Background: an optimization exercise with open tools, aiming at small area, a short achievable clock period and few clock cycles. Do not read the settings as production practice. The RTL was checked by simulation tests, not by an equivalence proof against the original design. Power and IR drop assume default switching activity.

==> flow/design.v, too long to show whole: its modules and the start of the top module <==
// module alu: 32 lines
// module shifter: 30 lines
// module mux2ig: 3 lines
// module and2g: 3 lines
// module xor2g: 3 lines
// module xnor2g: 3 lines
// module a21oig: 3 lines
// module o21aig: 3 lines
// module ksadd32: 655 lines
// module ksadd14: 218 lines
// module controller: 63 lines
// module reg32: 11 lines
// module regfile: 31 lines
// module reg32e: 8 lines
// module decode5: 12 lines
// module rdmux31: 26 lines
// module aoi222: 3 lines
// module nand2g: 3 lines
// module nand3g: 3 lines
// module nand4g: 3 lines
// module nor2g: 3 lines
// module inv1g: 3 lines
// module nor3g: 3 lines
// module ldconv: 13 lines
// module stconv: 5 lines
// module stbits: 7 lines
// module kappa3_light_core: 191 lines
// module add17: 5 lines
module kappa3_light_core(input         clock,
			 input 	       reset,
			 output [31:0] mem_addr,
			 output        mem_read,
			 output        mem_write,
			 output [31:0] mem_wrdata,
			 output [3:0]  mem_wrbits,
			 input [31:0]  mem_rddata);
  // ...
==> flow/flow/run.sh <==
#!/bin/bash
# Layout flow: the standard synthesis (standard.sh synth, unchanged), then
# the standard ORFS steps (standard.sh) with two changes:
#  - the port buffers are buf_4 cells instead of the cell buffer_ports picks
#    by default (a slow delay cell on this platform);
#  - timing repair aims for a larger setup margin, on the worst endpoints only.
# make's output goes to flow_synth.log and flow_layout.log, each ORFS step's
# to orfs/logs/.
set -euo pipefail
cd "$(dirname "$0")/.."
bash standard.sh synth > flow_synth.log 2>&1
bash standard.sh "BUFFER_PORTS_ARGS=-buffer_cell sky130_fd_sc_hd__buf_4" \
     SETUP_SLACK_MARGIN=6.0 TNS_END_PERCENT=5 finish > flow_layout.log 2>&1
==> flow/standard.sh <==
#!/bin/bash
# synth_recipe.tcl (not shown) runs the flow's synth.tcl, then flattens the netlist and writes it again
# the make line also repeats each setting of config.mk as NAME=value (left out here)
make -C /OpenROAD-flow-scripts/flow DESIGN_CONFIG=/design/flow/config.mk WORK_HOME=/design/flow/orfs CLKGATE_MAP_FILE= SYNTH_SCRIPT=/design/flow/synth_recipe.tcl "${@:-finish}"
==> flow/config.mk <==
export PLATFORM = sky130hd
export DESIGN_NAME = kappa3_light_core
export DESIGN_NICKNAME = kappa3_light_core
export VERILOG_FILES = /design/flow/design.v
export SDC_FILE = /design/flow/constraint.sdc
export NUM_CORES = 8
export LEC_CHECK = 0
export CAP_MARGIN = 25
export CORE_MARGIN = 2
export CORE_UTILIZATION = 50
export CTS_BUF_LIST = sky130_fd_sc_hd__clkbuf_16
export CTS_CLUSTER_DIAMETER = 80
export CTS_CLUSTER_SIZE = 24
export SLEW_MARGIN = 25
export SYNTH_HIERARCHICAL = 1
==> flow/constraint.sdc <==
create_clock -name core_clock -period 10.0 [get_ports {clock}]
set_input_delay 2.0000 -clock core_clock [delete_from_list [all_inputs] [get_ports {clock}]]
set_output_delay 2.0000 -clock core_clock [all_outputs]
set_load 0.01 [all_outputs]
==> impl_metrics.yaml, run 1 <==
timing:
  drv_slew: 0
  finalCritPeriodShare: 0.427
  layout_setup_ws_ns: 5.73
  setup_viol: 0
  holdWs_ns: 0.436
  rsz0062_at_grt: "true"
worst_setup_path:
  cp_max_fo: 32
  rr_endpoint: "r_q[30]"
  crit_arrival_ns: 4.68
  startpoint_type: "input pin"
  reg2reg_slack_ns: 5.90
  crit_slowest_cell: "nor2_1"
drt:
  dr_wl_met2_um: 113000
  drtIter0Drc: 10100
  wl_per_cell_um: 37.2
power_and_ir_drop:
  power_switching_mw: 6.79
  power_frac_seq: 0.447
  seq-power_mw: 7.70
run_status:
  outcome: "no timing/DRC/antenna violations"
layout:
  seq_area_frac: 0.509
  drive_above_1_share: 0.195
  largest_reg_flops: 992
  layout.nets: 5473
  final_cell_mix: "edfxtp_1 (1141), a222oi_1 (641), nand2_1 (615), buf_4 (304), nor2_1 (291)"
  layout_commonest_cell: "edfxtp_1"
  n_antenna_cell: 3
  final_area_um2: 70500
  signal_buffers: 341
  ff_latch_area_um2: 35900
  stdcell_count: 7030
hold_path:
  worstHoldStart: "e_f3[2]"
clock_network:
  clock_sinks: 1216
  cts_htree_levels: 3
yosys:
  avgSynthCellArea_um2: 12.2
grt:
  grt.overflow.total: 0
floorplanning:
  pin_count: 104
placement:
  portBuffers: 88
Testbench counts, summed over its fixed seeds: cycles 653,986.
==> module kappa3_light_core, before the edit <==
module kappa3_light_core(input         clock,
			 input 	       reset,
			 output [31:0] mem_addr,
			 output        mem_read,
			 output        mem_write,
			 output [31:0] mem_wrdata,
			 output [3:0]  mem_wrbits,
			 input [31:0]  mem_rddata);
   reg 		init;           
   reg 		m_ld, m_st;     
   reg [15:2] 	fpc;            
   reg 		e_valid;        
   reg [31:0] 	e_a, e_b;
   reg [11:0] 	e_imm;
   reg [9:0] 	e_op;
   reg 		e_cin;
   reg [4:0] 	e_shamt;
   reg 		e_sra, e_left;
   reg [5:0] 	e_mis;
   reg [2:0] 	e_f3;
   reg [4:0] 	e_rd, e_rs1, e_rs2;
   reg 		e_wr, e_ld, e_st, e_jalr;
   reg [15:2] 	e_altpc;
   reg 		e_fa;           
   reg 		e_fbt, e_fbn;   
   reg [31:0] 	r_q;            
   reg [4:0] 	w_rd;
   reg 		w_valid;        
   reg [16:0] 	maddr;
   reg 		mread;
   reg [3:0] 	wbits;
   reg [2:0] 	m_f3;
   reg [4:0] 	m_rd;
   wire 	m_cyc = m_ld | m_st;
   wire 	fd_go = ~init & ~m_cyc;
   wire 	e_go = e_valid & fd_go;
   wire [31:0] 	ir = mem_rddata;
   wire 	is_ld, is_st, is_br, is_jal, is_jalr, is_auipc;
   wire 	use_rs1, use_rs2, wr_rd, sra, pred;
   wire [31:0] 	imm_b_op;
   wire [11:0] 	imm_agu;
   wire [9:0] 	alu_op;
   wire 	inv_b;
   wire [5:0] 	mis;
   wire [13:0] 	br_off;
   controller controller_inst(.ir(ir),
			      .is_ld(is_ld), .is_st(is_st), .is_br(is_br),
			      .is_jal(is_jal), .is_jalr(is_jalr), .is_auipc(is_auipc),
			      .use_rs1(use_rs1), .use_rs2(use_rs2), .wr_rd(wr_rd),
			      .imm_b_op(imm_b_op), .imm_agu(imm_agu),
			      .alu_op(alu_op), .inv_b(inv_b), .sra(sra), .mis(mis),
			      .br_off(br_off), .pred(pred));
   wire [4:0] 	rs1_addr = ir[19:15];
   wire [4:0] 	rs2_addr = ir[24:20];
   wire [31:0] 	rf_rs1, rf_rs2;
   wire [4:0] 	rf_waddr;
   wire [31:0] 	rf_wdata;
   wire 	rf_we;
   regfile regfile_inst(.clock(clock),
			.rs1_addr(rs1_addr), .rs2_addr(rs2_addr),
			.rd_addr(rf_waddr), .in(rf_wdata), .ld(rf_we), .clear(init),
			.rs1_out(rf_rs1), .rs2_out(rf_rs2));
   wire [31:0] 	e_result;
   wire [31:0] 	st_data;
   wire 	eq, lt, ltu;
   wire [31:0] 	a_in = e_fa ? r_q : e_a;
   wire [31:0] 	b_in = ({32{e_fbt}} & r_q) | ({32{e_fbn}} & ~r_q) |
		({32{~(e_fbt | e_fbn)}} & e_b);
   wire [4:0] 	sh_in = (e_fbt | e_fbn) ? r_q[4:0] : e_shamt;
   alu alu_inst(.in1(a_in), .in2(b_in), .cin(e_cin), .shamt(sh_in), .op(e_op), .sra(e_sra), .left(e_left),
		.link({16'h0, e_altpc, 2'b00}), .stdata(st_data),
		.out(e_result), .eq(eq), .lt(lt), .ltu(ltu));
   wire [16:0] 	agu;
   add17 agu_inst(.a(a_in[16:0]), .b({{5{e_imm[11]}}, e_imm}), .s(agu));
   wire 	mispredict = e_go & ((e_mis[0] & eq) | (e_mis[1] & ~eq) |
				     (e_mis[2] & lt) | (e_mis[3] & ~lt) |
				     (e_mis[4] & ltu) | (e_mis[5] & ~ltu));
   wire 	jump_reg = e_go & e_jalr;
   wire 	wbf1 = w_valid & (w_rd == rs1_addr);
   wire 	wbf2 = w_valid & (w_rd == rs2_addr);
   wire 	fwd_ok = e_go & e_wr;
   wire 	fa = fwd_ok & use_rs1 & (e_rd == rs1_addr);
   wire 	fb = fwd_ok & use_rs2 & (e_rd == rs2_addr);
   wire [15:2] 	fpc_inc = fpc + 14'd1;
   wire [15:2] 	fpc_tgt;
   ksadd14 tgt_inst(.a(fpc), .b(br_off), .s(fpc_tgt));
   wire [31:0] 	ld_data;
   ldconv ldconv_inst(.in(mem_rddata), .f3(m_f3), .offset(maddr[1:0]), .out(ld_data));
   wire 	ld_wr = m_ld & (m_rd != 5'd0);
   assign rf_we = ld_wr | w_valid;
   assign rf_waddr = m_ld ? m_rd : w_rd;
   assign rf_wdata = m_ld ? ld_data : init ? 32'h0 : r_q;
   wire 	m_next_ld = e_go & e_ld;
   wire 	m_next_st = e_go & e_st;
   wire 	s_jr = jump_reg;
   wire 	s_hold = ~jump_reg & ~fd_go;
   wire 	s_tgt = ~jump_reg & fd_go & pred;
   wire 	s_inc = ~jump_reg & fd_go & ~pred;
   wire [15:2] 	fpc_seq = ({14{s_jr}} & agu[15:2]) | ({14{s_hold}} & fpc) |
		({14{s_tgt}} & fpc_tgt) | ({14{s_inc}} & fpc_inc);
   wire 	m_next = m_next_ld | m_next_st;
   wire 	a_agu = m_next | jump_reg;
   wire [16:0] 	maddr_seq = ({17{a_agu}} & agu) |
		({17{~m_next & s_hold}} & {1'b0, fpc, 2'b00}) |
		({17{~m_next & s_tgt}} & {1'b0, fpc_tgt, 2'b00}) |
		({17{~m_next & s_inc}} & {1'b0, fpc_inc, 2'b00});
   wire [15:2] 	fpc_next = mispredict ? e_altpc : fpc_seq;
   wire [16:0] 	maddr_next = mispredict ? {1'b0, e_altpc, 2'b00} : maddr_seq;
   wire [3:0] 	st_bits;
   stconv stconv_inst(.in(b_in), .f3(e_f3[1:0]), .out(st_data));
   stbits stbits_inst(.f3(e_f3[1:0]), .offset(agu[1:0]), .bits(st_bits));
   always @ ( posedge clock or negedge reset )
     if ( !reset ) begin
	init <= 1'b1;
	m_ld <= 1'b0;
	m_st <= 1'b0;
	fpc <= 14'h0;
	e_valid <= 1'b0;
     end
     else begin
	init <= 1'b0;
	m_ld <= m_next_ld;
	m_st <= m_next_st;
	fpc <= fpc_next;
	if ( fd_go )
	  e_valid <= ~(mispredict | jump_reg);
     end
   always @ ( posedge clock ) begin
      mread <= ~m_next_st;
      maddr <= maddr_next;
   end
   always @ ( posedge clock ) begin
      r_q <= e_result;
      w_rd <= e_rd;
      w_valid <= e_go & e_wr;
   end
   wire 	fix_a = ~fd_go & ld_wr & (e_rs1 == m_rd);
   wire 	fix_b = ~fd_go & ld_wr & (e_rs2 == m_rd);
   wire 	sa_rf = fd_go & use_rs1 & ~wbf1;
   wire [31:0] 	a_other = fd_go ? (use_rs1 ? r_q : (is_auipc ? {16'h0, fpc, 2'b00} : 32'h0)) : ld_data;
   wire [31:0] 	a_next = sa_rf ? rf_rs1 : a_other;
   wire 	sb_rf = fd_go & use_rs2 & ~wbf2;
   wire 	sb_rft = sb_rf & ~inv_b;
   wire 	sb_rfn = sb_rf & inv_b;
   wire [31:0] 	b_oth0 = fd_go ? (use_rs2 ? r_q : imm_b_op) : ld_data;
   wire 	b_oth_inv = fd_go ? inv_b : e_cin;
   wire [31:0] 	b_other = b_oth0 ^ {32{b_oth_inv}};
   wire [31:0] 	b_next = ({32{sb_rft}} & rf_rs2) | ({32{sb_rfn}} & ~rf_rs2) |
		({32{~sb_rf}} & b_other);
   wire [4:0] 	sh_next = sb_rf ? rf_rs2[4:0] : b_oth0[4:0];
   always @ ( posedge clock ) begin
      if ( fd_go | fix_a )
	e_a <= a_next;
      if ( fd_go | fix_b ) begin
	 e_b <= b_next;
	 e_shamt <= sh_next;
      end
   end
   always @ ( posedge clock ) begin
      if ( fd_go ) begin
	 e_cin <= inv_b;
	 e_imm <= imm_agu;
	 e_op <= alu_op;
	 e_sra <= sra;
	 e_left <= alu_op[1];
	 e_mis <= mis;
	 e_f3 <= ir[14:12];
	 e_rd <= ir[11:7];
	 e_rs1 <= use_rs1 ? rs1_addr : 5'd0;
	 e_rs2 <= use_rs2 ? rs2_addr : 5'd0;
	 e_wr <= wr_rd;
	 e_ld <= is_ld;
	 e_st <= is_st;
	 e_jalr <= is_jalr;
	 e_altpc <= (is_br & ~ir[31]) ? fpc_tgt : fpc_inc;
	 e_fa <= fa;
	 e_fbt <= fb & ~inv_b;
	 e_fbn <= fb & inv_b;
      end
      if ( e_go ) begin
	 wbits <= st_bits;
	 m_f3 <= e_f3;
	 m_rd <= e_rd;
      end
   end
   assign mem_addr = {15'h0, maddr};
   assign mem_read = mread;
   assign mem_write = m_st;
   assign mem_wrdata = r_q;
   assign mem_wrbits = wbits;
endmodule  
==> run 2: changes to the inputs <==
--- a/flow/design.v
+++ b/flow/design.v
@@ -1172,6 +1172,4 @@
    reg 		e_wr, e_ld, e_st, e_jalr;
    reg [15:2] 	e_altpc;
-   reg 		e_fa;           
-   reg 		e_fbt, e_fbn;   
    reg [31:0] 	r_q;            
    reg [4:0] 	w_rd;
@@ -1214,8 +1212,7 @@
    wire [31:0] 	st_data;
    wire 	eq, lt, ltu;
-   wire [31:0] 	a_in = e_fa ? r_q : e_a;
-   wire [31:0] 	b_in = ({32{e_fbt}} & r_q) | ({32{e_fbn}} & ~r_q) |
-		({32{~(e_fbt | e_fbn)}} & e_b);
-   wire [4:0] 	sh_in = (e_fbt | e_fbn) ? r_q[4:0] : e_shamt;
+   wire [31:0] 	a_in = e_a;
+   wire [31:0] 	b_in = e_b;
+   wire [4:0] 	sh_in = e_shamt;
    alu alu_inst(.in1(a_in), .in2(b_in), .cin(e_cin), .shamt(sh_in), .op(e_op), .sra(e_sra), .left(e_left),
 		.link({16'h0, e_altpc, 2'b00}), .stdata(st_data),
@@ -1230,6 +1227,6 @@
    wire 	wbf2 = w_valid & (w_rd == rs2_addr);
    wire 	fwd_ok = e_go & e_wr;
-   wire 	fa = fwd_ok & use_rs1 & (e_rd == rs1_addr);
-   wire 	fb = fwd_ok & use_rs2 & (e_rd == rs2_addr);
+   wire 	fa = fwd_ok & (e_rd == rs1_addr);
+   wire 	fb = fwd_ok & (e_rd == rs2_addr);
    wire [15:2] 	fpc_inc = fpc + 14'd1;
    wire [15:2] 	fpc_tgt;
@@ -1287,16 +1284,16 @@
    wire 	fix_a = ~fd_go & ld_wr & (e_rs1 == m_rd);
    wire 	fix_b = ~fd_go & ld_wr & (e_rs2 == m_rd);
-   wire 	sa_rf = fd_go & use_rs1 & ~wbf1;
+   wire 	sa_ex = fd_go & use_rs1 & fa;
+   wire 	sa_rf = fd_go & use_rs1 & ~fa & ~wbf1;
    wire [31:0] 	a_other = fd_go ? (use_rs1 ? r_q : (is_auipc ? {16'h0, fpc, 2'b00} : 32'h0)) : ld_data;
-   wire [31:0] 	a_next = sa_rf ? rf_rs1 : a_other;
-   wire 	sb_rf = fd_go & use_rs2 & ~wbf2;
-   wire 	sb_rft = sb_rf & ~inv_b;
-   wire 	sb_rfn = sb_rf & inv_b;
+   wire [31:0] 	a_next = sa_rf ? rf_rs1 : sa_ex ? e_result : a_other;
+   wire 	sb_ex = fd_go & use_rs2 & fb;
+   wire 	sb_rf = fd_go & use_rs2 & ~fb & ~wbf2;
    wire [31:0] 	b_oth0 = fd_go ? (use_rs2 ? r_q : imm_b_op) : ld_data;
    wire 	b_oth_inv = fd_go ? inv_b : e_cin;
    wire [31:0] 	b_other = b_oth0 ^ {32{b_oth_inv}};
-   wire [31:0] 	b_next = ({32{sb_rft}} & rf_rs2) | ({32{sb_rfn}} & ~rf_rs2) |
-		({32{~sb_rf}} & b_other);
-   wire [4:0] 	sh_next = sb_rf ? rf_rs2[4:0] : b_oth0[4:0];
+   wire [31:0] 	b_late = sb_rf ? rf_rs2 : e_result;
+   wire [31:0] 	b_next = (sb_rf | sb_ex) ? (b_late ^ {32{inv_b}}) : b_other;
+   wire [4:0] 	sh_next = sb_rf ? rf_rs2[4:0] : sb_ex ? e_result[4:0] : b_oth0[4:0];
    always @ ( posedge clock ) begin
       if ( fd_go | fix_a )
@@ -1324,7 +1321,4 @@
 	 e_jalr <= is_jalr;
 	 e_altpc <= (is_br & ~ir[31]) ? fpc_tgt : fpc_inc;
-	 e_fa <= fa;
-	 e_fbt <= fb & ~inv_b;
-	 e_fbn <= fb & inv_b;
       end
       if ( e_go ) begin
==> impl_metrics.yaml, run 2 <==
power_and_ir_drop:
  clkPwrFrac: 0.217
  sw_frac_of_total: 0.361
  ir_drop_uv: 147
  leakage_nw: 27.4
  power_per_cell_area_nw_per_um2: 213
  total_power_mw: 15.1
  intPower_mw: 9.62
  p_comb_frac: 0.273
  power_switching_mw: 5.43
  power_frac_seq: 0.511
drt:
  routed_wl_um: 256000
  via_per_inst: 7.23
  firstDrtPassIters: 15
  vias: 51600
  drtIter0Drc: 11800
  wl_per_cell_um: 35.9
  postRouteAntennaNets: 0
  drc: 0
yosys:
  yosysWarnings: 9
  synth_area_um2: 63300
  avgSynthCellArea_um2: 12.1
  synthCells: 5221
timing:
  rsz0062_at_grt: "true"
  slew_headroom: 0.250
  setup_viol: 0
  finalCritPeriodShare: 0.412
  drv_slew: 0
  hold_viol_final: 0
  tns_ns: 0
  fmax_mhz: 243
  skew_ns: 0.0435
  period_minus_slack_ns: 4.12
  worst_pin_slew_ns: 1.12
hold_path:
  min_path_type: "flop to flop"
  hold_depth: 0
clock_network:
  clock_latency_ns: 0.72
  cts_buffers: 70
  clk_pin_slew_worst_paths_ns: 0.10
  clock-root-buffer: "clkbuf_16"
  tritoncts: "done"
  cts_htree_levels: 3
  postCtsHoldBufs: 0
  clockBufferDepth: 3
  clock_sinks: 1213
run_status:
  outcome: "no timing/DRC/antenna violations"
worst_setup_path:
  critPathKind: "input pin to flop"
  crit_arrival_ns: 4.57
  reg2reg_depth: 10
  cp_max_fo: 32
  crit_required_ns: 10.44
  startpoint_type: "input pin"
  setup.worst_path.end_class: "flop"
  reg2reg_slack_ns: 6.06
layout:
  fillCellCount: 10500
  layout_commonest_cell: "edfxtp_1"
  largest_register: "regfile_inst.g.r.out"
  multiInputGateArea_um2: 27000
  ff_latch_area_um2: 35800
  final_cell_mix: "edfxtp_1 (1138), a222oi_1 (646), nand2_1 (581), nor2_1 (344), mux2i_1 (333)"
  area_growth_pct: 11.6
  layout.nets: 5552
  drive_above_1_share: 0.161
  largest_reg_flops: 992
grt:
  antenna_found_initial: 8
  grt_pass1_wl_um: 354000
  grt_pass1_vias: 47500
  grt_max_degree: 103
  grt.overflow.total: 0
  grtUsageTotal: 0.380
floorplanning:
  initial_core_util: 0.504
  dieArea_um2: 129000
  core_um2: 126000
  pin_count: 104
  die_y_um: 360
  die_x_um: 360
  rows: 130
placement:
  gp_congestion: 1.01
  portBuffers: 88
  dp_hpwl_um: 167000
flow_run:
  drv_cap: 0
## run 2: timing repair
item | CTS | global route
cloned | 3 | 1
buffers inserted | 33 | 50
endpoints found under the hold margin | 0 | 0
setup endpoints to repair | 101 | 99
pin swaps | 18 | 39
resized for setup | 97 | 136
## run 2: worst max-delay path, stage by stage
cell	delay (ns)
buf_4	0.24
nand2b_4	0.31
nor2_2	0.06
buf_4	0.28
a222oi_1	0.42
nand2_1	0.19
nor2_2	0.39
nand3_1	0.32
mux2i_1	0.22
a21oi_1	0.09
## run 2: stage by stage
stage                      util  cells  instance area [um2]  hold WS (ns)  setup slack, ns
after floorplan               -   5269                63800         0.400             5.98
after global placement    0.530   6920                66500         0.410             4.47
after detailed placement  0.531   6927                66700         0.413             4.45
after CTS                 0.555   7073                69700         0.446             5.92
after global routing      0.563   7124                70600         0.449             5.89
final                     0.563   7128                70700         0.445             5.88
## run 2: path summary, 6_finish.rpt
path | startpoint | to
hold reg to reg | e_f3[2] | m_f3[2]
hold / removal | e_f3[2] | m_f3[2]
min in group asynchronous | reset | m_st
setup reg to reg | m_ld | e_a[3]
setup / recovery | mem_rddata[18] | e_a[9]
max in group asynchronous | reset | init
## run 2: power groups by stage
stage,clock network (mW),registers [mW],logic (mW)
finish,3.26,7.69,4.11
global route,3.44,7.74,4.31
CTS,3.27,7.65,3.87
detailed placement,0,7.77,3.82
global placement,0,7.74,3.79
floorplan,0,7.44,2.40
## run 2: area by class of cell
cell class / instances / share of cell area
Sequential cell: 1213 / 0.506
Multi-Input combinational cell: 3632 / 0.382
Inverter: 188 / 0.0101
Clock buffer: 74 / 0.0262
Antenna cell: 4 / 0.000142
Clock inverter: 36 / 0.00593
Timing Repair Buffer: 331 / 0.0404
Tap cell: 1650 / 0.0292
## run 2: layer usage
layer	global-route usage	wire (um)	up-vias
met3	0.0903	31200	745
met1	0.479	90000	25400
li1	-	-	21400
met5	0	45	-
met4	0.221	18300	6
met2	0.599	116000	4062
Testbench counts of run 2, summed over its fixed seeds: cycles 653,986.
==> module regfile, before the edit <==
module regfile(input         clock,
	       input [4:0]   rs1_addr,
	       input [4:0]   rs2_addr,
	       input [4:0]   rd_addr,
	       input [31:0]  in,
	       input 	     ld,
	       input 	     clear,    
	       output [31:0] rs1_out,
	       output [31:0] rs2_out);
   wire [32*32-1:0]  q;
   wire [31:1] 	     we, sel1, sel2;
   wire [31:1] 	     wsel;
   decode5 wdec(.a(rd_addr), .en(ld), .y(wsel));
   assign we = wsel | {31{clear}};
   decode5 r1dec(.a(rs1_addr), .en(1'b1), .y(sel1));
   decode5 r2dec(.a(rs2_addr), .en(1'b1), .y(sel2));
   genvar i, b;
   generate
      for (i = 1; i < 32; i = i + 1) begin : g_reg
	 reg32e r(.clock(clock), .ld(we[i]), .in(in), .out(q[32*i +: 32]));
      end
      for (b = 0; b < 32; b = b + 1) begin : g_rd
	 wire [31:1] d;
	 for (i = 1; i < 32; i = i + 1) begin : g_d
	    assign d[i] = q[32*i + b];
	 end
	 rdmux31 m1(.d(d), .s(sel1), .y(rs1_out[b]));
	 rdmux31 m2(.d(d), .s(sel2), .y(rs2_out[b]));
      end
   endgenerate
endmodule  
==> module decode5, before the edit <==
module decode5(input [4:0]   a,
	       input 	     en,
	       output [31:1] y);
   wire [3:0] lo = {a[1] & a[0], a[1] & ~a[0], ~a[1] & a[0], ~a[1] & ~a[0]};
   wire [7:0] hi = {8{en}} & (8'h01 << a[4:2]);
   genvar i;
   generate
      for (i = 1; i < 32; i = i + 1) begin : g_y
	 assign y[i] = hi[i / 4] & lo[i % 4];
      end
   endgenerate
endmodule  
==> run 3: changes to the inputs <==
--- a/flow/design.v
+++ b/flow/design.v
@@ -1037,9 +1037,7 @@
    wire [32*32-1:0]  q;
    wire [31:1] 	     we, sel1, sel2;
-   wire [31:1] 	     wsel;
-   decode5 wdec(.a(rd_addr), .en(ld), .y(wsel));
-   assign we = wsel | {31{clear}};
-   decode5 r1dec(.a(rs1_addr), .en(1'b1), .y(sel1));
-   decode5 r2dec(.a(rs2_addr), .en(1'b1), .y(sel2));
+   decode5 wdec(.a(rd_addr), .en(ld), .all(clear), .y(we));
+   decode5 r1dec(.a(rs1_addr), .en(1'b1), .all(1'b0), .y(sel1));
+   decode5 r2dec(.a(rs2_addr), .en(1'b1), .all(1'b0), .y(sel2));
    genvar i, b;
    generate
@@ -1067,7 +1065,8 @@
 module decode5(input [4:0]   a,
 	       input 	     en,
+	       input 	     all,
 	       output [31:1] y);
-   wire [3:0] lo = {a[1] & a[0], a[1] & ~a[0], ~a[1] & a[0], ~a[1] & ~a[0]};
-   wire [7:0] hi = {8{en}} & (8'h01 << a[4:2]);
+   wire [3:0] lo = {4{all}} | {a[1] & a[0], a[1] & ~a[0], ~a[1] & a[0], ~a[1] & ~a[0]};
+   wire [7:0] hi = {8{all}} | ({8{en}} & (8'h01 << a[4:2]));
    genvar i;
    generate
@@ -1169,9 +1168,9 @@
    reg [5:0] 	e_mis;
    reg [2:0] 	e_f3;
-   reg [4:0] 	e_rd, e_rs1, e_rs2;
+   reg [4:0] 	e_rd;
    reg 		e_wr, e_ld, e_st, e_jalr;
    reg [15:2] 	e_altpc;
    reg [31:0] 	r_q;            
-   reg [4:0] 	w_rd;
+   reg [4:0] 	w_rd;           
    reg 		w_valid;        
    reg [16:0] 	maddr;
@@ -1179,8 +1178,20 @@
    reg [3:0] 	wbits;
    reg [2:0] 	m_f3;
-   reg [4:0] 	m_rd;
-   wire 	m_cyc = m_ld | m_st;
-   wire 	fd_go = ~init & ~m_cyc;
-   wire 	e_go = e_valid & fd_go;
+   wire 	m_next;         
+   wire 	e_go_next;
+   wire 	fix_a_next, fix_b_next, rf_we_next;
+   wire 	fd_go_e, fd_go_f, fd_go_v;
+   wire 	e_go_1, e_go_2;
+   wire 	en_a, en_b, fix_a, fix_b, rf_we;
+   ctlff c_fd_e(.clock(clock), .reset(reset), .d(~m_next), .q(fd_go_e));
+   ctlff c_fd_f(.clock(clock), .reset(reset), .d(~m_next), .q(fd_go_f));
+   ctlff c_fd_v(.clock(clock), .reset(reset), .d(~m_next), .q(fd_go_v));
+   ctlff c_eg_1(.clock(clock), .reset(reset), .d(e_go_next), .q(e_go_1));
+   ctlff c_eg_2(.clock(clock), .reset(reset), .d(e_go_next), .q(e_go_2));
+   ctlff c_en_a(.clock(clock), .reset(reset), .d(~m_next | fix_a_next), .q(en_a));
+   ctlff c_en_b(.clock(clock), .reset(reset), .d(~m_next | fix_b_next), .q(en_b));
+   ctlff c_fx_a(.clock(clock), .reset(reset), .d(fix_a_next), .q(fix_a));
+   ctlff c_fx_b(.clock(clock), .reset(reset), .d(fix_b_next), .q(fix_b));
+   ctlff c_rfwe(.clock(clock), .reset(reset), .d(rf_we_next), .q(rf_we));
    wire [31:0] 	ir = mem_rddata;
    wire 	is_ld, is_st, is_br, is_jal, is_jalr, is_auipc;
@@ -1202,29 +1213,24 @@
    wire [4:0] 	rs2_addr = ir[24:20];
    wire [31:0] 	rf_rs1, rf_rs2;
-   wire [4:0] 	rf_waddr;
    wire [31:0] 	rf_wdata;
-   wire 	rf_we;
    regfile regfile_inst(.clock(clock),
 			.rs1_addr(rs1_addr), .rs2_addr(rs2_addr),
-			.rd_addr(rf_waddr), .in(rf_wdata), .ld(rf_we), .clear(init),
+			.rd_addr(w_rd), .in(rf_wdata), .ld(rf_we), .clear(init),
 			.rs1_out(rf_rs1), .rs2_out(rf_rs2));
    wire [31:0] 	e_result;
    wire [31:0] 	st_data;
    wire 	eq, lt, ltu;
-   wire [31:0] 	a_in = e_a;
-   wire [31:0] 	b_in = e_b;
-   wire [4:0] 	sh_in = e_shamt;
-   alu alu_inst(.in1(a_in), .in2(b_in), .cin(e_cin), .shamt(sh_in), .op(e_op), .sra(e_sra), .left(e_left),
+   alu alu_inst(.in1(e_a), .in2(e_b), .cin(e_cin), .shamt(e_shamt), .op(e_op), .sra(e_sra), .left(e_left),
 		.link({16'h0, e_altpc, 2'b00}), .stdata(st_data),
 		.out(e_result), .eq(eq), .lt(lt), .ltu(ltu));
    wire [16:0] 	agu;
-   add17 agu_inst(.a(a_in[16:0]), .b({{5{e_imm[11]}}, e_imm}), .s(agu));
-   wire 	mispredict = e_go & ((e_mis[0] & eq) | (e_mis[1] & ~eq) |
-				     (e_mis[2] & lt) | (e_mis[3] & ~lt) |
-				     (e_mis[4] & ltu) | (e_mis[5] & ~ltu));
-   wire 	jump_reg = e_go & e_jalr;
+   add17 agu_inst(.a(e_a[16:0]), .b({{5{e_imm[11]}}, e_imm}), .s(agu));
+   wire 	mispredict = e_go_1 & ((e_mis[0] & eq) | (e_mis[1] & ~eq) |
+				       (e_mis[2] & lt) | (e_mis[3] & ~lt) |
+				       (e_mis[4] & ltu) | (e_mis[5] & ~ltu));
+   wire 	jump_reg = e_go_1 & e_jalr;
    wire 	wbf1 = w_valid & (w_rd == rs1_addr);
    wire 	wbf2 = w_valid & (w_rd == rs2_addr);
-   wire 	fwd_ok = e_go & e_wr;
+   wire 	fwd_ok = e_go_2 & e_wr;
    wire 	fa = fwd_ok & (e_rd == rs1_addr);
    wire 	fb = fwd_ok & (e_rd == rs2_addr);
@@ -1234,17 +1240,20 @@
    wire [31:0] 	ld_data;
    ldconv ldconv_inst(.in(mem_rddata), .f3(m_f3), .offset(maddr[1:0]), .out(ld_data));
-   wire 	ld_wr = m_ld & (m_rd != 5'd0);
-   assign rf_we = ld_wr | w_valid;
-   assign rf_waddr = m_ld ? m_rd : w_rd;
-   assign rf_wdata = m_ld ? ld_data : init ? 32'h0 : r_q;
-   wire 	m_next_ld = e_go & e_ld;
-   wire 	m_next_st = e_go & e_st;
+   assign rf_wdata = m_ld ? ld_data : (r_q & {32{~init}});
+   wire 	m_next_ld = e_go_2 & e_ld;
+   wire 	m_next_st = e_go_2 & e_st;
+   assign m_next = m_next_ld | m_next_st;
+   wire 	e_valid_next = fd_go_v ? ~(mispredict | jump_reg) : e_valid;
+   assign e_go_next = e_valid_next & ~m_next;
+   wire 	ld_rd_nz = (e_rd != 5'd0);
+   assign fix_a_next = m_next_ld & ld_rd_nz & use_rs1 & (rs1_addr == e_rd);
+   assign fix_b_next = m_next_ld & ld_rd_nz & use_rs2 & (rs2_addr == e_rd);
+   assign rf_we_next = e_go_2 & (e_wr | (e_ld & ld_rd_nz));
    wire 	s_jr = jump_reg;
-   wire 	s_hold = ~jump_reg & ~fd_go;
-   wire 	s_tgt = ~jump_reg & fd_go & pred;
-   wire 	s_inc = ~jump_reg & fd_go & ~pred;
+   wire 	s_hold = ~jump_reg & ~fd_go_f;
+   wire 	s_tgt = ~jump_reg & fd_go_f & pred;
+   wire 	s_inc = ~jump_reg & fd_go_f & ~pred;
    wire [15:2] 	fpc_seq = ({14{s_jr}} & agu[15:2]) | ({14{s_hold}} & fpc) |
 		({14{s_tgt}} & fpc_tgt) | ({14{s_inc}} & fpc_inc);
-   wire 	m_next = m_next_ld | m_next_st;
    wire 	a_agu = m_next | jump_reg;
    wire [16:0] 	maddr_seq = ({17{a_agu}} & agu) |
@@ -1255,5 +1264,5 @@
    wire [16:0] 	maddr_next = mispredict ? {1'b0, e_altpc, 2'b00} : maddr_seq;
    wire [3:0] 	st_bits;
-   stconv stconv_inst(.in(b_in), .f3(e_f3[1:0]), .out(st_data));
+   stconv stconv_inst(.in(e_b), .f3(e_f3[1:0]), .out(st_data));
    stbits stbits_inst(.f3(e_f3[1:0]), .offset(agu[1:0]), .bits(st_bits));
    always @ ( posedge clock or negedge reset )
@@ -1270,6 +1279,5 @@
 	m_st <= m_next_st;
 	fpc <= fpc_next;
-	if ( fd_go )
-	  e_valid <= ~(mispredict | jump_reg);
+	e_valid <= e_valid_next;
      end
    always @ ( posedge clock ) begin
@@ -1280,24 +1288,23 @@
       r_q <= e_result;
       w_rd <= e_rd;
-      w_valid <= e_go & e_wr;
+      w_valid <= e_go_2 & e_wr;
    end
-   wire 	fix_a = ~fd_go & ld_wr & (e_rs1 == m_rd);
-   wire 	fix_b = ~fd_go & ld_wr & (e_rs2 == m_rd);
-   wire 	sa_ex = fd_go & use_rs1 & fa;
-   wire 	sa_rf = fd_go & use_rs1 & ~fa & ~wbf1;
-   wire [31:0] 	a_other = fd_go ? (use_rs1 ? r_q : (is_auipc ? {16'h0, fpc, 2'b00} : 32'h0)) : ld_data;
-   wire [31:0] 	a_next = sa_rf ? rf_rs1 : sa_ex ? e_result : a_other;
-   wire 	sb_ex = fd_go & use_rs2 & fb;
-   wire 	sb_rf = fd_go & use_rs2 & ~fb & ~wbf2;
-   wire [31:0] 	b_oth0 = fd_go ? (use_rs2 ? r_q : imm_b_op) : ld_data;
-   wire 	b_oth_inv = fd_go ? inv_b : e_cin;
-   wire [31:0] 	b_other = b_oth0 ^ {32{b_oth_inv}};
+   wire 	sa_ex = use_rs1 & fa;
+   wire 	sa_rf = use_rs1 & ~fa & ~wbf1;
+   wire [31:0] 	a_other = use_rs1 ? r_q : (is_auipc ? {16'h0, fpc, 2'b00} : 32'h0);
+   wire [31:0] 	a_fd = sa_rf ? rf_rs1 : sa_ex ? e_result : a_other;
+   wire [31:0] 	a_next = fix_a ? ld_data : a_fd;
+   wire 	sb_ex = use_rs2 & fb;
+   wire 	sb_rf = use_rs2 & ~fb & ~wbf2;
+   wire [31:0] 	b_oth0 = use_rs2 ? r_q : imm_b_op;
    wire [31:0] 	b_late = sb_rf ? rf_rs2 : e_result;
-   wire [31:0] 	b_next = (sb_rf | sb_ex) ? (b_late ^ {32{inv_b}}) : b_other;
-   wire [4:0] 	sh_next = sb_rf ? rf_rs2[4:0] : sb_ex ? e_result[4:0] : b_oth0[4:0];
+   wire [31:0] 	b_fd = ((sb_rf | sb_ex) ? b_late : b_oth0) ^ {32{inv_b}};
+   wire [31:0] 	b_next = fix_b ? (ld_data ^ {32{e_cin}}) : b_fd;
+   wire [4:0] 	sh_fd = sb_rf ? rf_rs2[4:0] : sb_ex ? e_result[4:0] : b_oth0[4:0];
+   wire [4:0] 	sh_next = fix_b ? ld_data[4:0] : sh_fd;
    always @ ( posedge clock ) begin
-      if ( fd_go | fix_a )
+      if ( en_a )
 	e_a <= a_next;
-      if ( fd_go | fix_b ) begin
+      if ( en_b ) begin
 	 e_b <= b_next;
 	 e_shamt <= sh_next;
@@ -1305,5 +1312,5 @@
    end
    always @ ( posedge clock ) begin
-      if ( fd_go ) begin
+      if ( fd_go_e ) begin
 	 e_cin <= inv_b;
 	 e_imm <= imm_agu;
@@ -1314,6 +1321,4 @@
 	 e_f3 <= ir[14:12];
 	 e_rd <= ir[11:7];
-	 e_rs1 <= use_rs1 ? rs1_addr : 5'd0;
-	 e_rs2 <= use_rs2 ? rs2_addr : 5'd0;
 	 e_wr <= wr_rd;
 	 e_ld <= is_ld;
@@ -1322,8 +1327,7 @@
 	 e_altpc <= (is_br & ~ir[31]) ? fpc_tgt : fpc_inc;
       end
-      if ( e_go ) begin
+      if ( e_go_2 ) begin
 	 wbits <= st_bits;
 	 m_f3 <= e_f3;
-	 m_rd <= e_rd;
       end
    end
@@ -1334,4 +1338,14 @@
    assign mem_wrbits = wbits;
 endmodule  
+module ctlff(input     clock,
+	     input     reset,
+	     input     d,
+	     output reg q);
+   always @ ( posedge clock or negedge reset )
+     if ( !reset )
+       q <= 1'b0;
+     else
+       q <= d;
+endmodule  
 module add17(input [16:0]  a,
 	     input [16:0]  b,
==> impl_metrics.yaml, run 3 <==
layout:
  layout.nets: 5400
  final_cell_mix: "edfxtp_1 (1124), a222oi_1 (641), nand2_1 (627), buf_4 (282), mux2i_1 (246)"
  stdcell_count: 6972
  fillCellCount: 9981
  drive_above_1_share: 0.198
  largest_register: "regfile_inst.g.r.out"
  largest_reg_flops: 992
  area_growth_pct: 15.5
  layout_commonest_cell: "edfxtp_1"
power_and_ir_drop:
  power_per_cell_area_nw_per_um2: 224
  leakage_nw: 26.4
  ir_drop_uv: 196
  total_power_mw: 16.0
worst_setup_path:
  crit_required_ns: 10.45
  startpoint_type: "input pin"
  r2r-start: "e_a[31]"
  max_stage_delay_ns: 0.44
  cp_max_fo: 16
  setup.worst_path.end_class: "flop"
  crit_chain: "buf_16 -> nand4b_1 -> buf_12 -> buf_4 -> o21ai_4 -> a222oi_1 -> nand2_1 -> nor2_4 -> nand3_1 -> o32ai_2 -> a211oi_1 -> a211o_1"
  critPathKind: "input pin to flop"
  startpoint: "mem_rddata[24]"
  crit_slowest_cell: "a222oi_1"
  crit_arrival_ns: 4.70
  crit_family: "compound AO/OA/AOI/OAI gates"
  crit_buf_inv: 3
timing:
  hold_viol_final: 0
  finalCritPeriodShare: 0.425
  skew_ns: 0.0449
  drv_slew: 0
  setup_viol: 0
  slew_headroom: 0.230
  tns_ns: 0
  period_minus_slack_ns: 4.25
  fmax_mhz: 235
  worst_pin_slew_ns: 1.15
  rsz0062_at_grt: "true"
drt:
  drc: 0
  drtIter0Drc: 11500
  postRouteAntennaNets: 0
  vias: 51100
  wl_per_cell_um: 37.2
  via_per_inst: 7.33
  firstDrtPassIters: 14
  routed_wl_um: 260000
grt:
  grt.overflow.total: 0
  grt_pass1_vias: 46600
  grt_max_degree: 66
  grt_pass1_wl_um: 353000
  grtUsageTotal: 0.393
  antenna_found_initial: 5
clock_network:
  tritoncts: "done"
  clock-root-buffer: "clkbuf_16"
  clock_latency_ns: 0.70
  cts_buffers: 69
  cts_htree_levels: 3
  clk_pin_slew_worst_paths_ns: 0.11
  postCtsHoldBufs: 0
  clockBufferDepth: 3
  clock_sinks: 1208
flow_run:
  drv_cap: 0
placement:
  portBuffers: 88
  dp_hpwl_um: 164000
  place_inst: 6728
  gp_congestion: 1.02
yosys:
  yosysWarnings: 10
  avgSynthCellArea_um2: 12.4
  synth_area_um2: 61800
  synthCells: 5006
floorplanning:
  die_y_um: 356
  rows: 129
  initial_core_util: 0.502
  dieArea_um2: 127000
  core_um2: 123000
  die_x_um: 356
  pin_count: 104
hold_path:
  worstHoldStart: "e_f3[2]"
  min_path_type: "flop to flop"
run_status:
  outcome: "no timing/DRC/antenna violations"
-- run 3: cell types whose count changed in the layout (fill, tap and decap cells not counted), sizes merged, moves of 31 or more --
cell / delta
o21ai: +116
or2: -34
a22o: -31
nand2b: -79
nor2: -151
mux2i: -79
buf: +32
nand2: +53
xor2: +33
xnor2: -35
-- run 3: final timing paths --
kind	endpoint	depth (start not counted)	slack (ns)
setup reg to reg	e_a[14]	10	5.92
setup / recovery	e_b[9]	12	5.75
hold / removal	m_f3[2]	0	0.44
hold reg to reg	m_f3[2]	0	0.44
max in group asynchronous	m_ld	1	8.36
min in group asynchronous	fpc[2]	1	1.26
-- run 3: routing by layer --
layer,track usage,share of wire,vias up
met3,0.0921,0.13,749
met2,0.588,0.44,4012
li1,-,-,21000
met1,0.508,0.35,25400
met4,0.270,0.084,4
met5,0,0.000085,-
-- run 3: where the power goes --
part / leakage [nW] / switching (mW) / internal, mW
logic: 12.7 / 3.79 / 1.44
registers: 12.6 / 0.660 / 6.95
clock network: 1.08 / 1.80 / 1.38
-- run 3: worst register-to-register path, delay by kind of cell, from the launching register on --
family           cells  cell delay (ns)
multiplexers         4             1.28
AO/OA/AOI/OAI        3             0.65
AND/OR/NAND/NOR      3             1.19
flip-flops           1             0.77
-- run 3: timing repair --
action | 4_1_cts | 5_1_grt
buffers inserted | 52 | 55
endpoints found under the setup margin | 103 | 103
pin swaps | 41 | 96
gates resized for setup | 211 | 244
cloned | 8 | 7
-- run 3: metrics by stage --
stage | hold WS [ns] | util | setup WS, ns | instance area, um2
floorplan | 0.400 | - | 5.78 | 62600
global placement | 0.406 | 0.534 | 4.10 | 65800
detailed placement | 0.412 | 0.535 | 4.05 | 65900
CTS | 0.438 | 0.565 | 5.66 | 69600
global route | 0.442 | 0.580 | 5.81 | 71400
finish | 0.437 | 0.580 | 5.75 | 71500
-- run 3: final cells by class --
type	count	area (um2)	share of cell area
clock buffers	71	1780	0.0249
diodes	15	37.5	0.000525
well taps	1637	2050	0.0287
flip-flops and latches	1208	35600	0.498
inverters	197	739	0.0103
repair buffers	370	3670	0.0514
clock inverters	36	379	0.00531
multi-input cells	3438	27200	0.381
Testbench counts of run 3, summed over its fixed seeds: cycles 653,986.
==> run 4: changes to the inputs <==
==> flow/flow/run.sh (replaced) <==
#!/bin/bash
# Layout flow: the standard synthesis (standard.sh synth, unchanged), then
# the standard ORFS steps (standard.sh) with three changes:
#  - the port buffers are buf_4 cells instead of the cell buffer_ports picks
#    by default (a slow delay cell on this platform);
#  - timing repair aims for a larger setup margin, on the worst endpoints only;
#  - clock tree synthesis inserts no dummy loads (same buffers and clustering
#    as config.mk's CTS settings).
# make's output goes to flow_synth.log and flow_layout.log, each ORFS step's
# to orfs/logs/.
set -euo pipefail
cd "$(dirname "$0")/.."
bash standard.sh synth > flow_synth.log 2>&1
bash standard.sh "BUFFER_PORTS_ARGS=-buffer_cell sky130_fd_sc_hd__buf_4" \
     SETUP_SLACK_MARGIN=6.0 TNS_END_PERCENT=5 \
     "CTS_ARGS=-sink_clustering_enable -repair_clock_nets -buf_list sky130_fd_sc_hd__clkbuf_16 -sink_clustering_size 24 -sink_clustering_max_diameter 80 -dont_use_dummy_load" \
     finish > flow_layout.log 2>&1
--- a/flow/config.mk
+++ b/flow/config.mk
@@ -8,8 +8,9 @@
 export CAP_MARGIN = 25
 export CORE_MARGIN = 2
-export CORE_UTILIZATION = 50
+export CORE_UTILIZATION = 60
 export CTS_BUF_LIST = sky130_fd_sc_hd__clkbuf_16
 export CTS_CLUSTER_DIAMETER = 80
 export CTS_CLUSTER_SIZE = 24
+export PLACE_DENSITY = 0.7
 export SLEW_MARGIN = 25
 export SYNTH_HIERARCHICAL = 1
==> impl_metrics.yaml, run 4 <==
layout:
  largest_register: "regfile_inst.g.r.out"
  layout.nets: 5377
  stdcell_count: 6632
  final_cell_mix: "edfxtp_1 (1124), a222oi_1 (641), nand2_1 (620), buf_4 (275), mux2i_1 (254)"
  final_area_um2: 70100
  fillCellCount: 7322
  largest_reg_flops: 992
  layout_commonest_cell: "edfxtp_1"
  fin_util: 0.687
  area_growth_pct: 13.4
  drive_above_1_share: 0.189
drt:
  firstDrtPassIters: 14
  drc: 0
  via_per_inst: 7.75
  wl_per_cell_um: 37.5
  routed_wl_um: 249000
  vias: 51400
  postRouteAntennaNets: 0
  drtIter0Drc: 13000
power_and_ir_drop:
  leakage_nw: 25.9
  power_per_cell_area_nw_per_um2: 219
  ir_drop_uv: 184
  total_power_mw: 15.4
clock_network:
  tritoncts: "done"
  cts_htree_levels: 2
  clock_latency_ns: 0.74
  clk_pin_slew_worst_paths_ns: 0.10
  clockBufferDepth: 3
  cts_buffers: 60
  clock_sinks: 1208
  clock-root-buffer: "clkbuf_16"
worst_setup_path:
  cp_max_fo: 32
  crit_buf_inv: 3
  crit_arrival_ns: 4.69
  max_stage_delay_ns: 0.58
  crit_path_frequent_cell: "buf_4"
  startpoint_type: "input pin"
  reg2reg_slack_ns: 5.84
  crit_family: "compound AO/OA/AOI/OAI gates"
  crit_required_ns: 10.42
  crit_chain: "buf_4 -> o21ba_4 -> buf_4 -> a21oi_4 -> buf_4 -> a222oi_1 -> nand2_1 -> nor2_1 -> nand3_1 -> o21ai_0 -> a221oi_1"
  crit_slowest_cell: "nor2_1"
  setup.worst_path.end_class: "flop"
  critPathKind: "input pin to flop"
floorplanning:
  initial_core_util: 0.606
  rows: 117
  dieArea_um2: 106000
  core_um2: 102000
  die_x_um: 325
  die_y_um: 325
  pin_count: 104
yosys:
  synth_area_um2: 61800
  synthCells: 5006
  avgSynthCellArea_um2: 12.4
  yosysWarnings: 10
timing:
  drv_slew: 0
  layout_setup_ws_ns: 5.73
  finalCritPeriodShare: 0.427
  tns_ns: 0
  hold_viol_final: 0
  rsz0062_at_grt: "true"
  skew_ns: 0.105
  setup_viol: 0
  holdWs_ns: 0.419
  slew_headroom: 0.252
  period_minus_slack_ns: 4.27
  fmax_mhz: 234
  worst_pin_slew_ns: 1.12
grt:
  antenna_found_initial: 4
  grt_max_degree: 66
  grt_pass1_vias: 46900
  grtUsageTotal: 0.453
  grt_pass1_wl_um: 344000
  grt.overflow.total: 0
placement:
  dp_hpwl_um: 160000
  gp_congestion: 1.00
  place_inst: 6455
  dpl_cell_area_um2: 65500
  portBuffers: 88
  dp_slack_ns: 4.32
flow_run:
  drv_cap: 0
hold_path:
  min_path_type: "flop to flop"
run_status:
  outcome: "no timing/DRC/antenna violations"
-- run 4: final timing paths --
path | startpoint | endpoint | cells after the start
max reg2reg | e_a[0] | e_a[14] | 12
min | e_f3[2] | m_f3[2] | 0
max | mem_rddata[16] | e_a[5] | 11
min in group asynchronous | reset | fpc[7] | 1
min reg2reg | e_f3[2] | m_f3[2] | 0
max in group asynchronous | reset | m_ld | 1
-- run 4: routing by layer --
layer	vias up	wire [um]	GRT usage
met2	4832	107000	0.678
li1	20800	-	-
met3	897	37200	0.116
met1	24800	81900	0.581
met4	4	22700	0.313
met5	-	81	0
-- run 4: area by class of cell --
cell class / count / area, um2 / share of cell area
timing repair buffer: 357 / 3490 / 0.0498
multi-input combinational: 3437 / 27100 / 0.386
inverter: 197 / 739 / 0.0105
clock buffer: 60 / 1500 / 0.0214
antenna: 5 / 12.5 / 0.000178
sequential: 1208 / 35600 / 0.507
tap: 1368 / 1710 / 0.0244
-- run 4: report_power, final --
| group | switching [mW] | total (mW) | internal, mW |
|---|---|---|---|
| Sequential | 0.688 | 7.64 | 6.95 |
| Clock | 1.55 | 2.61 | 1.06 |
| Combinational | 3.71 | 5.13 | 1.42 |
| Total | 5.94 | 15.4 | 9.44 |
-- run 4: repair_timing --
action | in CTS | in global routing
gates cloned | 4 | 4
setup endpoints to repair | 103 | 101
pin swaps | 50 | 125
buffers inserted | 42 | 62
gates resized for setup | 265 | 176
hold buffers | 0 | 0
==> module controller, before the edit <==
module controller(input [31:0]  ir,
		  output 	is_ld,      
		  output 	is_st,      
		  output 	is_br,      
		  output 	is_jal,     
		  output 	is_jalr,    
		  output 	is_auipc,   
		  output 	use_rs1,    
		  output 	use_rs2,    
		  output 	wr_rd,      
		  output [31:0] imm_b_op,   
		  output [11:0] imm_agu,    
		  output [9:0] 	alu_op,     
		  output 	inv_b,      
		  output 	sra,        
		  output [5:0] 	mis,        
		  output [13:0] br_off,     
		  output 	pred);      
   wire [4:0] op = ir[6:2];
   wire [2:0] f3 = ir[14:12];
   wire       is_r     = (op == 5'b01100);
   wire       is_i     = (op == 5'b00100);
   wire       is_lui   = (op == 5'b01101);
   assign is_ld    = (op == 5'b00000);
   assign is_st    = (op == 5'b01000);
   assign is_br    = (op == 5'b11000);
   assign is_jal   = (op == 5'b11011);
   assign is_jalr  = (op == 5'b11001);
   assign is_auipc = (op == 5'b00101);
   assign use_rs1 = is_r | is_i | is_ld | is_st | is_br | is_jalr;
   assign use_rs2 = is_r | is_st | is_br;
   assign wr_rd = (is_r | is_i | is_lui | is_auipc | is_jal | is_jalr) & (ir[11:7] != 5'd0);
   wire [31:0] imm_i = {{20{ir[31]}}, ir[31:20]};
   wire [31:0] imm_u = {ir[31:12], 12'h0};
   assign imm_b_op = (is_lui | is_auipc) ? imm_u : imm_i;
   assign imm_agu = is_st ? {ir[31:25], ir[11:7]} : ir[31:20];
   wire       alu = is_r | is_i;
   wire       sub = is_r & ir[30] & (f3 == 3'b000);
   assign inv_b = sub | is_br | (alu & f3[2:1] == 2'b01);
   assign alu_op[0] = (alu & f3 == 3'b000) | is_lui | is_auipc;
   assign alu_op[1] = alu & f3 == 3'b001;
   assign alu_op[2] = alu & f3 == 3'b010;
   assign alu_op[3] = alu & f3 == 3'b011;
   assign alu_op[4] = alu & f3 == 3'b100;
   assign alu_op[5] = alu & f3 == 3'b101;
   assign alu_op[6] = alu & f3 == 3'b110;
   assign alu_op[7] = alu & f3 == 3'b111;
   assign alu_op[8] = is_jal | is_jalr;
   assign alu_op[9] = is_st;
   assign sra = ir[30] & f3[2];
   assign pred = is_jal | (is_br & ir[31]);
   wire       bt = is_br & ir[31];     
   wire       bn = is_br & ~ir[31];    
   assign mis[0] = (f3 == 3'b000 & bn) | (f3 == 3'b001 & bt);   
   assign mis[1] = (f3 == 3'b000 & bt) | (f3 == 3'b001 & bn);   
   assign mis[2] = (f3 == 3'b100 & bn) | (f3 == 3'b101 & bt);   
   assign mis[3] = (f3 == 3'b100 & bt) | (f3 == 3'b101 & bn);   
   assign mis[4] = (f3 == 3'b110 & bn) | (f3 == 3'b111 & bt);   
   assign mis[5] = (f3 == 3'b110 & bt) | (f3 == 3'b111 & bn);   
   wire [13:0] off_b = {{4{ir[31]}}, ir[7], ir[30:25], ir[11:9]};
   wire [13:0] off_j = {ir[15:12], ir[20], ir[30:22]};
   assign br_off = ir[2] ? off_j : off_b;
endmodule  
==> run 5: changes to the inputs <==
--- a/flow/design.v
+++ b/flow/design.v
@@ -968,5 +968,6 @@
 		  output 	sra,        
 		  output [5:0] 	mis,        
-		  output [13:0] br_off,     
+		  output [13:0] off_b,      
+		  output [13:0] off_j,      
 		  output 	pred);      
    wire [4:0] op = ir[6:2];
@@ -1011,7 +1012,6 @@
    assign mis[4] = (f3 == 3'b110 & bn) | (f3 == 3'b111 & bt);   
    assign mis[5] = (f3 == 3'b110 & bt) | (f3 == 3'b111 & bn);   
-   wire [13:0] off_b = {{4{ir[31]}}, ir[7], ir[30:25], ir[11:9]};
-   wire [13:0] off_j = {ir[15:12], ir[20], ir[30:22]};
-   assign br_off = ir[2] ? off_j : off_b;
+   assign off_b = {{4{ir[31]}}, ir[7], ir[30:25], ir[11:9]};
+   assign off_j = {ir[15:12], ir[20], ir[30:22]};
 endmodule  
 module reg32(input             clock,
@@ -1160,9 +1160,9 @@
    reg [15:2] 	fpc;            
    reg 		e_valid;        
-   reg [31:0] 	e_a, e_b;
+   wire [31:0] 	e_a, e_b;       
    reg [11:0] 	e_imm;
    reg [9:0] 	e_op;
    reg 		e_cin;
-   reg [4:0] 	e_shamt;
+   wire [4:0] 	e_shamt;
    reg 		e_sra, e_left;
    reg [5:0] 	e_mis;
@@ -1202,5 +1202,5 @@
    wire 	inv_b;
    wire [5:0] 	mis;
-   wire [13:0] 	br_off;
+   wire [13:0] 	off_b, off_j;
    controller controller_inst(.ir(ir),
 			      .is_ld(is_ld), .is_st(is_st), .is_br(is_br),
@@ -1209,5 +1209,5 @@
 			      .imm_b_op(imm_b_op), .imm_agu(imm_agu),
 			      .alu_op(alu_op), .inv_b(inv_b), .sra(sra), .mis(mis),
-			      .br_off(br_off), .pred(pred));
+			      .off_b(off_b), .off_j(off_j), .pred(pred));
    wire [4:0] 	rs1_addr = ir[19:15];
    wire [4:0] 	rs2_addr = ir[24:20];
@@ -1226,7 +1226,7 @@
    wire [16:0] 	agu;
    add17 agu_inst(.a(e_a[16:0]), .b({{5{e_imm[11]}}, e_imm}), .s(agu));
-   wire 	mispredict = e_go_1 & ((e_mis[0] & eq) | (e_mis[1] & ~eq) |
-				       (e_mis[2] & lt) | (e_mis[3] & ~lt) |
-				       (e_mis[4] & ltu) | (e_mis[5] & ~ltu));
+   wire 	mispredict, mispredict_v;
+   mispred mp_f(.m(e_mis), .eq(eq), .lt(lt), .ltu(ltu), .go(e_go_1), .y(mispredict));
+   mispred mp_v(.m(e_mis), .eq(eq), .lt(lt), .ltu(ltu), .go(e_go_1), .y(mispredict_v));
    wire 	jump_reg = e_go_1 & e_jalr;
    wire 	wbf1 = w_valid & (w_rd == rs1_addr);
@@ -1236,6 +1236,7 @@
    wire 	fb = fwd_ok & (e_rd == rs2_addr);
    wire [15:2] 	fpc_inc = fpc + 14'd1;
-   wire [15:2] 	fpc_tgt;
-   ksadd14 tgt_inst(.a(fpc), .b(br_off), .s(fpc_tgt));
+   wire [15:2] 	tgt_b, tgt_j;
+   ksadd14 tgt_b_inst(.a(fpc), .b(off_b), .s(tgt_b));
+   ksadd14 tgt_j_inst(.a(fpc), .b(off_j), .s(tgt_j));
    wire [31:0] 	ld_data;
    ldconv ldconv_inst(.in(mem_rddata), .f3(m_f3), .offset(maddr[1:0]), .out(ld_data));
@@ -1244,5 +1245,5 @@
    wire 	m_next_st = e_go_2 & e_st;
    assign m_next = m_next_ld | m_next_st;
-   wire 	e_valid_next = fd_go_v ? ~(mispredict | jump_reg) : e_valid;
+   wire 	e_valid_next = fd_go_v ? ~(mispredict_v | jump_reg) : e_valid;
    assign e_go_next = e_valid_next & ~m_next;
    wire 	ld_rd_nz = (e_rd != 5'd0);
@@ -1252,12 +1253,14 @@
    wire 	s_jr = jump_reg;
    wire 	s_hold = ~jump_reg & ~fd_go_f;
-   wire 	s_tgt = ~jump_reg & fd_go_f & pred;
+   wire 	s_tj = ~jump_reg & fd_go_f & is_jal;
+   wire 	s_tb = ~jump_reg & fd_go_f & pred & ~is_jal;
    wire 	s_inc = ~jump_reg & fd_go_f & ~pred;
    wire [15:2] 	fpc_seq = ({14{s_jr}} & agu[15:2]) | ({14{s_hold}} & fpc) |
-		({14{s_tgt}} & fpc_tgt) | ({14{s_inc}} & fpc_inc);
+		({14{s_tj}} & tgt_j) | ({14{s_tb}} & tgt_b) | ({14{s_inc}} & fpc_inc);
    wire 	a_agu = m_next | jump_reg;
    wire [16:0] 	maddr_seq = ({17{a_agu}} & agu) |
 		({17{~m_next & s_hold}} & {1'b0, fpc, 2'b00}) |
-		({17{~m_next & s_tgt}} & {1'b0, fpc_tgt, 2'b00}) |
+		({17{~m_next & s_tj}} & {1'b0, tgt_j, 2'b00}) |
+		({17{~m_next & s_tb}} & {1'b0, tgt_b, 2'b00}) |
 		({17{~m_next & s_inc}} & {1'b0, fpc_inc, 2'b00});
    wire [15:2] 	fpc_next = mispredict ? e_altpc : fpc_seq;
@@ -1303,12 +1306,7 @@
    wire [4:0] 	sh_fd = sb_rf ? rf_rs2[4:0] : sb_ex ? e_result[4:0] : b_oth0[4:0];
    wire [4:0] 	sh_next = fix_b ? ld_data[4:0] : sh_fd;
-   always @ ( posedge clock ) begin
-      if ( en_a )
-	e_a <= a_next;
-      if ( en_b ) begin
-	 e_b <= b_next;
-	 e_shamt <= sh_next;
-      end
-   end
+   dffq #(32) q_a(.clock(clock), .d(en_a ? a_next : e_a), .q(e_a));
+   dffq #(32) q_b(.clock(clock), .d(en_b ? b_next : e_b), .q(e_b));
+   dffq #(5) q_sh(.clock(clock), .d(en_b ? sh_next : e_shamt), .q(e_shamt));
    always @ ( posedge clock ) begin
       if ( fd_go_e ) begin
@@ -1325,5 +1323,5 @@
 	 e_st <= is_st;
 	 e_jalr <= is_jalr;
-	 e_altpc <= (is_br & ~ir[31]) ? fpc_tgt : fpc_inc;
+	 e_altpc <= (is_br & ~ir[31]) ? tgt_b : fpc_inc;
       end
       if ( e_go_2 ) begin
@@ -1338,4 +1336,18 @@
    assign mem_wrbits = wbits;
 endmodule  
+module mispred(input [5:0] m,
+	       input 	   eq, lt, ltu,
+	       input 	   go,
+	       output 	   y);
+   assign y = go & ((m[0] & eq) | (m[1] & ~eq) | (m[2] & lt) | (m[3] & ~lt) |
+		    (m[4] & ltu) | (m[5] & ~ltu));
+endmodule  
+module dffq #(parameter W = 1)
+   (input              clock,
+    input [W-1:0]      d,
+    output reg [W-1:0] q);
+   always @ ( posedge clock )
+     q <= d;
+endmodule  
 module ctlff(input     clock,
 	     input     reset,
==> impl_metrics.yaml, run 5 <==
floorplanning:
  core_um2: 103000
  dieArea_um2: 106000
  die_x_um: 326
  die_y_um: 326
  initial_core_util: 0.603
  rows: 118
  pin_count: 104
clock_network:
  clock_sinks: 1208
  clock_latency_ns: 0.75
  cts_buffers: 58
  cts_htree_levels: 2
  tritoncts: "done"
  clk_pin_slew_worst_paths_ns: 0.08
  clockBufferDepth: 3
  clock-root-buffer: "clkbuf_16"
timing:
  skew_ns: 0.110
  drv_slew: 0
  layout_setup_ws_ns: 5.67
  tns_ns: 0
  period_minus_slack_ns: 4.33
  worst_pin_slew_ns: 1.14
  fmax_mhz: 231
  setup_viol: 0
  hold_viol_final: 0
  finalCritPeriodShare: 0.433
  slew_headroom: 0.237
  rsz0062_at_grt: "true"
worst_setup_path:
  crit_chain: "buf_4 -> nand4bb_2 -> a21oi_2 -> buf_4 -> a222oi_1 -> nand2_1 -> nor2_1 -> nand3_1 -> o21ai_0 -> o21ai_0"
  setup.worst_path.end_class: "flop"
  crit_arrival_ns: 4.84
  cp_max_fo: 32
  critPathKind: "input pin to flop"
  max_stage_delay_ns: 0.47
  reg2reg_slack_ns: 5.93
  startpoint_type: "input pin"
  crit_slowest_cell: "a222oi_1"
  crit_required_ns: 10.52
power_and_ir_drop:
  ir_drop_uv: 186
  total_power_mw: 15.5
  power_per_cell_area_nw_per_um2: 224
  leakage_nw: 25.5
yosys:
  synth_area_um2: 62100
  synth.most_common_cell: "edfxtp_1"
  netlist_top_cells_count: "edfxtp_1 (1055), nand2_1 (663), a222oi_1 (650), nor2_1 (329), mux2i_1 (233)"
  seq_area_frac_synth: 0.561
  yosysWarnings: 12
  ys.flop_type: "edfxtp_1"
  synth.distinct_cells: 93
  ys_ff_latch: 1208
  async_flop_share: 0.0232
  synth_top_area_cell: "edfxtp_1"
  synth-edff-count: 1055
  ys_top_cells_by_area: "edfxtp_1 (51%), a222oi_1 (10%), dfxtp_1 (4.0%)"
  avgSynthCellArea_um2: 11.8
  synth_top_area_share: 0.510
  synthCells: 5284
layout:
  stdcell_count: 6884
  largest_reg_flops: 992
  largest_register: "regfile_inst.g.r.out"
  layout_commonest_cell: "edfxtp_1"
  area_growth_pct: 11.6
  drive_above_1_share: 0.164
  final_cell_mix: "edfxtp_1 (1055), nand2_1 (654), a222oi_1 (650), buf_4 (285), nor2_1 (250)"
  layout.nets: 5611
  final_area_um2: 69300
drt:
  via_per_inst: 7.76
  drtIter0Drc: 13600
  vias: 53400
  drc: 0
  postRouteAntennaNets: 0
  firstDrtPassIters: 14
  routed_wl_um: 263000
  wl_per_cell_um: 38.2
grt:
  grt_pass1_vias: 48200
  grt.overflow.total: 0
  grt_max_degree: 66
  antenna_found_initial: 10
  grtUsageTotal: 0.477
  grt_pass1_wl_um: 361000
placement:
  dpl_cell_area_um2: 65900
  dp_hpwl_um: 172000
  gp_congestion: 1.06
  portBuffers: 88
  place_inst: 6729
  dp_slack_ns: 4.49
run_status:
  outcome: "no timing/DRC/antenna violations"
flow_run:
  drv_cap: 0
hold_path:
  min_path_type: "flop to flop"
-- run 5: changes by cell type in the layout (fill, tap and decap cells not counted), moves of 33 or more --
cell / change
nor2b_1: +39
edfxtp_1: -69
dfxtp_1: +52
nor2_1: +40
a21oi_1: +65
o21ai_0: +66
o21a_1: +33
nor2_4: -61
nand2_1: +34
nand3_1: +83
xor2_1: +34
-- run 5: layer usage --
| layer | routed length, um | vias up | share of wire | track usage |
|---|---|---|---|---|
| met3 | 38900 | 1048 | 0.15 | 0.132 |
| met1 | 85500 | 25600 | 0.33 | 0.602 |
| met2 | 111000 | 5163 | 0.42 | 0.696 |
| li1 | - | 21600 | - | - |
| met4 | 26800 | 2 | 0.10 | 0.375 |
| met5 | 110 | - | 0.00042 | 0.00754 |
-- run 5: logic make-up (layout without fill, tap and decap cells) --
| logic type | Yosys count | count (layout) | synth area share |
|---|---|---|---|
| and+or+nand+nor | 1485 | 1485 | 0.109 |
| muxes | 274 | 274 | 0.0454 |
| adders and majority gates | 82 | 82 | 0.0166 |
| DFF | 1208 | 1208 | 0.561 |
| buffers and inverters | 460 | 599 | 0.0362 |
| xor gates and xnor gates | 198 | 198 | 0.0279 |
| AOI/OAI and AO/OA | 1574 | 1589 | 0.203 |
| other | 3 | 69 | 0.000181 |
-- run 5: stage by stage --
stage                     utilization  hold slack (ns)
after floorplan                     -            0.400
after global placement          0.635            0.406
after detailed placement        0.640            0.421
after CTS                       0.662            0.427
after global routing            0.672            0.434
final                           0.673            0.424
-- run 5: repair_timing --
item                                    in CTS  in global routing
setup buffers                               26                 42
resized for setup                           85                142
hold buffers                                 0                  0
endpoints found under the setup margin     112                 99
pin swaps                                   19                 46
cloned                                      14                  2
-- run 5: final cells by class --
type                            instances  area (um2)
Multi-Input combinational cell       3686       27300
Timing Repair Buffer                  330        3140
Inverter                              211         793
Sequential cell                      1208       34900
Fill cell                            7780       33700
Clock buffer                           58        1450
Tap cell                             1380        1730
Antenna cell                           11        27.5
-- run 5: modules after synthesis (local to each module, per instance), excerpt --
module | cells inside | area (um2) | times used
controller | 152 | 918 | 1
a21oig | 1 | 8.76 | 120
alu | 358 | 2510 | 1
inv1g | 1 | 3.75 | 80
kappa3_light_core | 1166 | 9530 | 1
o21aig | 1 | 5.00 | 89
ctlff | 1 | 25.0 | 10
nand3g | 1 | 5.00 | 64
xnor2g | 1 | 8.76 | 31
-- run 5: report_power, final --
| part | internal [mW] | leakage, nW | switching [mW] | total, mW |
|---|---|---|---|---|
| logic | 1.50 | 12.3 | 3.97 | 5.48 |
| registers | 6.75 | 12.5 | 0.701 | 7.45 |
| clock network | 1.03 | 0.715 | 1.55 | 2.58 |
-- run 5: worst paths after layout --
path,depth (start not counted),from,to
setup / recovery,10,mem_rddata[17],q_a.q[28]
hold / removal,0,e_f3[2],m_f3[2]
setup reg to reg,14,e_cin,fpc[6]
hold reg to reg,0,e_f3[2],m_f3[2]
max in group asynchronous,1,reset,init
min in group asynchronous,1,reset,fpc[9]
-- run 5: worst max-delay path: cells and delay by family --
| kind | cells | cell delay [ns] |
|---|---|---|
| AND/OR/NAND/NOR | 4 | 1.18 |
| AO/OA/AOI/OAI | 4 | 1.05 |
| buffers and inverters | 2 | 0.55 |
Testbench counts of run 5, summed over its fixed seeds: cycles 653,986.

==> re-timing with driven ports <==
No port has a modelled driver above. Below, the same layouts with a new extraction and two added sets of constraints. Step 1 (the two cells are an assumption about what drives the block):
set clk [get_ports {clock}]
set_driving_cell -lib_cell sky130_fd_sc_hd__clkbuf_16 $clk
set_driving_cell -lib_cell sky130_fd_sc_hd__buf_2 [delete_from_list [all_inputs] $clk]
Step 2 moves the port delays by t, midway between the first and last clock arrival at a register: inputs arrive t later, outputs are due t later. That takes back most of the time a late clock gives input paths. Three values: ideal ports, drivers, drivers and shift; two values: the first two.
run | t (ns) | slack for setup (ns) | worst hold slack (ns) | worst setup path after step 2
run 1 | 0.760 | 5.731 / 5.683 / 4.924 | 0.436 / 0.436 / 0.436 | input to register
run 2 | 0.787 | 5.877 / 5.905 / 5.118 | 0.445 / 0.445 / 0.445 | input to register
run 3 | 0.760 | 5.746 / 5.529 / 4.769 | 0.437 / 0.437 / 0.437 | input to register
run 4 | 0.762 | 5.731 / 5.744 / 4.982 | 0.419 / 0.419 / 0.419 | input to register
run 5 | 0.766 | 5.673 / 5.718 / 4.952 | 0.424 / 0.424 / 0.424 | input to register
After both steps every run listed still meets setup and hold. For run 3, which loses most, drivers alone change the setup slack by -0.217 ns; drivers and shift together by -0.977 ns.
